Context: an optimization exercise on an open-source flow, tuned for small area, a short achievable clock period and few clock cycles. The choices shown serve that exercise and are no tape-out recipe. At most, simulation tests tie the RTL to the original design; equivalence was not proved. Power figures rest on the tool's default switching activity, not on a simulated workload.

## run A
Design div, start of the top module:
module div (
    input wire clk,
    input wire rst_n,
    input wire [32-1:0] dividend_i,
    input wire [32-1:0] divisor_i,
    input wire                       start_i,
    input wire                       ctrl_ready_i,
    input wire [                3:0] op_i,
    output wire [32-1:0] result_o,
    output reg                        busy_o,
    output reg                        valid_o
);
For scale: ~2000 cells after synthesis, ~120 flip-flops, roughly 110 I/O pins.
==> module div, before the edit <==
module div (
    input wire clk,
    input wire rst_n,
    input wire [32-1:0] dividend_i,
    input wire [32-1:0] divisor_i,
    input wire                       start_i,
    input wire                       ctrl_ready_i,
    input wire [                3:0] op_i,
    output wire [32-1:0] result_o,
    output reg                        busy_o,
    output reg                        valid_o
);
    localparam [1:0] S_IDLE = 2'd0, S_PREP = 2'd1, S_ITER = 2'd2, S_FIN = 2'd3;
    reg  [1:0] state;
    reg [31:0] r;       
    reg [31:0] x;       
    reg [31:0] q;       
    reg  [4:0] cnt;
    reg  [4:0] pa, pb;  
    reg        sa, sb;  
    reg        is_rem;   
    reg        cin;      
    function automatic [4:0] msb32(input [31:0] v);
        reg [7:0] nz;
        reg [1:0] p [0:7];
        reg [2:0] g;
        integer i;
        begin
            for (i = 0; i < 8; i = i + 1) begin
                nz[i]   = |v[4*i+:4];
                p[i][1] = v[4*i+3] | v[4*i+2];
                p[i][0] = v[4*i+3] | (~v[4*i+2] & v[4*i+1]);
            end
            g[2] = |nz[7:4];
            g[1] = g[2] ? (nz[7] | nz[6]) : (nz[3] | nz[2]);
            g[0] = g[2] ? (nz[7] | (~nz[6] & nz[5])) : (nz[3] | (~nz[2] & nz[1]));
            msb32 = {g, p[g]};
        end
    endfunction
    wire        sgn_i = op_i[0] | op_i[2];
    wire        sa_i  = sgn_i & dividend_i[31];
    wire        sb_i  = sgn_i & divisor_i[31];
    wire [31:0] a_m   = dividend_i ^ {32{sa_i}};    
    wire [31:0] b_m   = divisor_i ^ {32{sb_i}};     
    wire [32:0] sum;
    wire        cout = sum[32];
    add32 u_add (.a(r), .b(x), .ci(cin), .s(sum));
    wire        prep = (state == S_PREP);
    wire [31:0] inc_in = prep ? r : (is_rem ? (r ^ {32{sa}}) : ~q);
    wire        inc_c  = (prep | is_rem) ? sa : 1'b1;
    wire [31:0] inc_out;
    inc32 u_inc (.a(inc_in), .ci(inc_c), .s(inc_out));
    wire [5:0] kk = {1'b0, pa} + {5'd0, sa} - {1'b0, pb};
    wire [4:0] k  = kk[4:0];
    reg  [31:0] x_init;
    always @(*) begin
        x_init = x;
        if (k[0]) x_init = {x_init[30:0], {1{~sb}}};
        if (k[1]) x_init = {x_init[29:0], {2{~sb}}};
        if (k[2]) x_init = {x_init[27:0], {4{~sb}}};
        if (k[3]) x_init = {x_init[23:0], {8{~sb}}};
        if (k[4]) x_init = {x_init[15:0], {16{~sb}}};
    end
    wire bz = ~sb & (pb == 5'd0) & x[0];
    wire lt = ~cout;
    wire early = bz | ((sa & ~sb) ? kk[5] : lt);
    assign result_o = q;
    always @(posedge clk) begin
        if (!rst_n) begin
            state   <= S_IDLE;
            busy_o  <= 1'b0;
            valid_o <= 1'b0;
        end else begin
            case (state)
                S_IDLE: begin
                    if (ctrl_ready_i) begin
                        valid_o <= 1'b0;
                        if (start_i) begin
                            state  <= S_PREP;
                            busy_o <= 1'b1;
                        end
                    end
                end
                S_PREP: begin
                    if (early) begin
                        if (sa & is_rem) begin
                            state <= S_FIN;
                        end else begin
                            state   <= S_IDLE;
                            busy_o  <= 1'b0;
                            valid_o <= 1'b1;
                        end
                    end else begin
                        state <= S_ITER;
                    end
                end
                S_ITER: begin
                    if (cnt == 5'd0) begin
                        if (is_rem | (sa ^ sb)) begin
                            state <= S_FIN;
                        end else begin
                            state   <= S_IDLE;
                            busy_o  <= 1'b0;
                            valid_o <= 1'b1;
                        end
                    end
                end
                default: begin   
                    state   <= S_IDLE;
                    busy_o  <= 1'b0;
                    valid_o <= 1'b1;
                end
            endcase
        end
    end
    always @(posedge clk) begin
        pa <= msb32(a_m);
        pb <= msb32(b_m | {31'd0, sb_i});
        case (state)
            S_IDLE:  x <= ~b_m;
            S_PREP:  x <= x_init;
            default: x <= {1'b1, x[31:1]};
        endcase
        cnt <= (state == S_PREP) ? k : cnt - 5'd1;
        cin <= (state == S_IDLE) ? (sa_i | ~sb_i) : ~sb;
        case (state)
            S_IDLE: begin
                r      <= a_m;
                sa     <= sa_i;
                sb     <= sb_i;
                is_rem <= op_i[2] | op_i[3];
            end
            S_PREP: begin
                r <= inc_out;
                q <= is_rem ? inc_out : {32{bz}};
            end
            S_ITER: begin
                if (cout) r <= sum[31:0];
                q <= {q[30:0], cout};
            end
            default: begin   
                q <= inc_out;
            end
        endcase
    end
endmodule
Settings: LEC_CHECK=0, ABC_AREA=1, CAP_MARGIN=20, CORE_MARGIN=2, CORE_UTILIZATION=50, CTS_BUF_LIST=sky130_fd_sc_hd__clkbuf_8, PLACE_DENSITY=0.65, SETUP_SLACK_MARGIN=4.75, SLEW_MARGIN=20; clock period 8.0 ns.
standard.sh (not shown) runs the stock make flow with config.mk's settings and CLKGATE_MAP_FILE= SYNTH_SCRIPT=/design/flow/synth_recipe.tcl, a recipe that flattens the netlist after the stock synthesis.
==> flow/flow/run.sh <==
#!/bin/bash
# The standard layout (the standard.sh, standard synthesis included),
# with the port buffers that ORFS inserts before global placement made
# from sky130_fd_sc_hd__buf_1 instead of the library's pick.
set -euo pipefail
export BUFFER_PORTS_ARGS="-buffer_cell sky130_fd_sc_hd__buf_1"
bash standard.sh > standard.log 2>&1
Testbench counts of run A, summed over its fixed seeds: cycles 63,187.
--- input diff run A..run B ---
--- a/flow/design.v
+++ b/flow/design.v
@@ -51,5 +51,5 @@
     wire [31:0] inc_out;
     inc32 u_inc (.a(inc_in), .ci(inc_c), .s(inc_out));
-    wire [5:0] kk = {1'b0, pa} + {5'd0, sa} - {1'b0, pb};
+    wire [5:0] kk = {1'b0, pa} - {1'b0, pb};
     wire [4:0] k  = kk[4:0];
     reg  [31:0] x_init;
@@ -115,5 +115,5 @@
     end
     always @(posedge clk) begin
-        pa <= msb32(a_m);
+        pa <= msb32(sa_i ? {~dividend_i[30:0], 1'b1} : dividend_i);
         pb <= msb32(b_m | {31'd0, sb_i});
         case (state)
==> comparison <==
- Switching share of power of run B is on par with run A.
- Run B and run A ended up with nearly the same final worst-path cycle share.
- ~same power density over cell area in run B and run A
- As of run B, cell area had fallen slightly compared to run A.
- Post-cts resize count: run B and run A compared, higher one is run A
- Combinational power: run B and run A compared, lower one is run B
- Comparing share of layout cells above drive strength 1 for run B and run A, the bigger number came from run B.
- Between run A and run B, the maximum clock frequency figures differ only marginally.
- Run B against run A: synthesized area lost about 0.7%; leakage power shrank by 0.029 nW.
- Total length of routed wires was lower in run A than in run B.
Only the layout flow was run in run B; the RTL was not checked for function there.

==> afterwards: timing with drivers on the ports <==
Ports are ideal in the flow. The routed layouts listed here were re-timed in OpenROAD. Step 1, drivers: a clkbuf_16 drives clk and a buf_2 each remaining input, both assumed. Step 2 times the ports against the registers' clock, not the clock port: input delays grow and output delays shrink by t, the midpoint of the rising clock arrivals with the driver on. a / b / c = ideal / step 1 / step 2; a / b = the first two.
run	t (ns)	slack for setup (ns)	hold WS [ns]	worst data-port slew with drivers (ns)	pins driven straight from the clock port
run A	0.506	4.838 / 4.851 / 4.360	0.446 / 0.446 / 0.446	0.04	1
run B	0.518	4.844 / 4.874 / 4.356	0.440 / 0.440 / 0.440	0.04	1
After both steps setup and hold are still met in every run listed. For run B, which loses most, drivers alone change the setup slack by +0.030 ns; drivers and shift together by -0.488 ns.
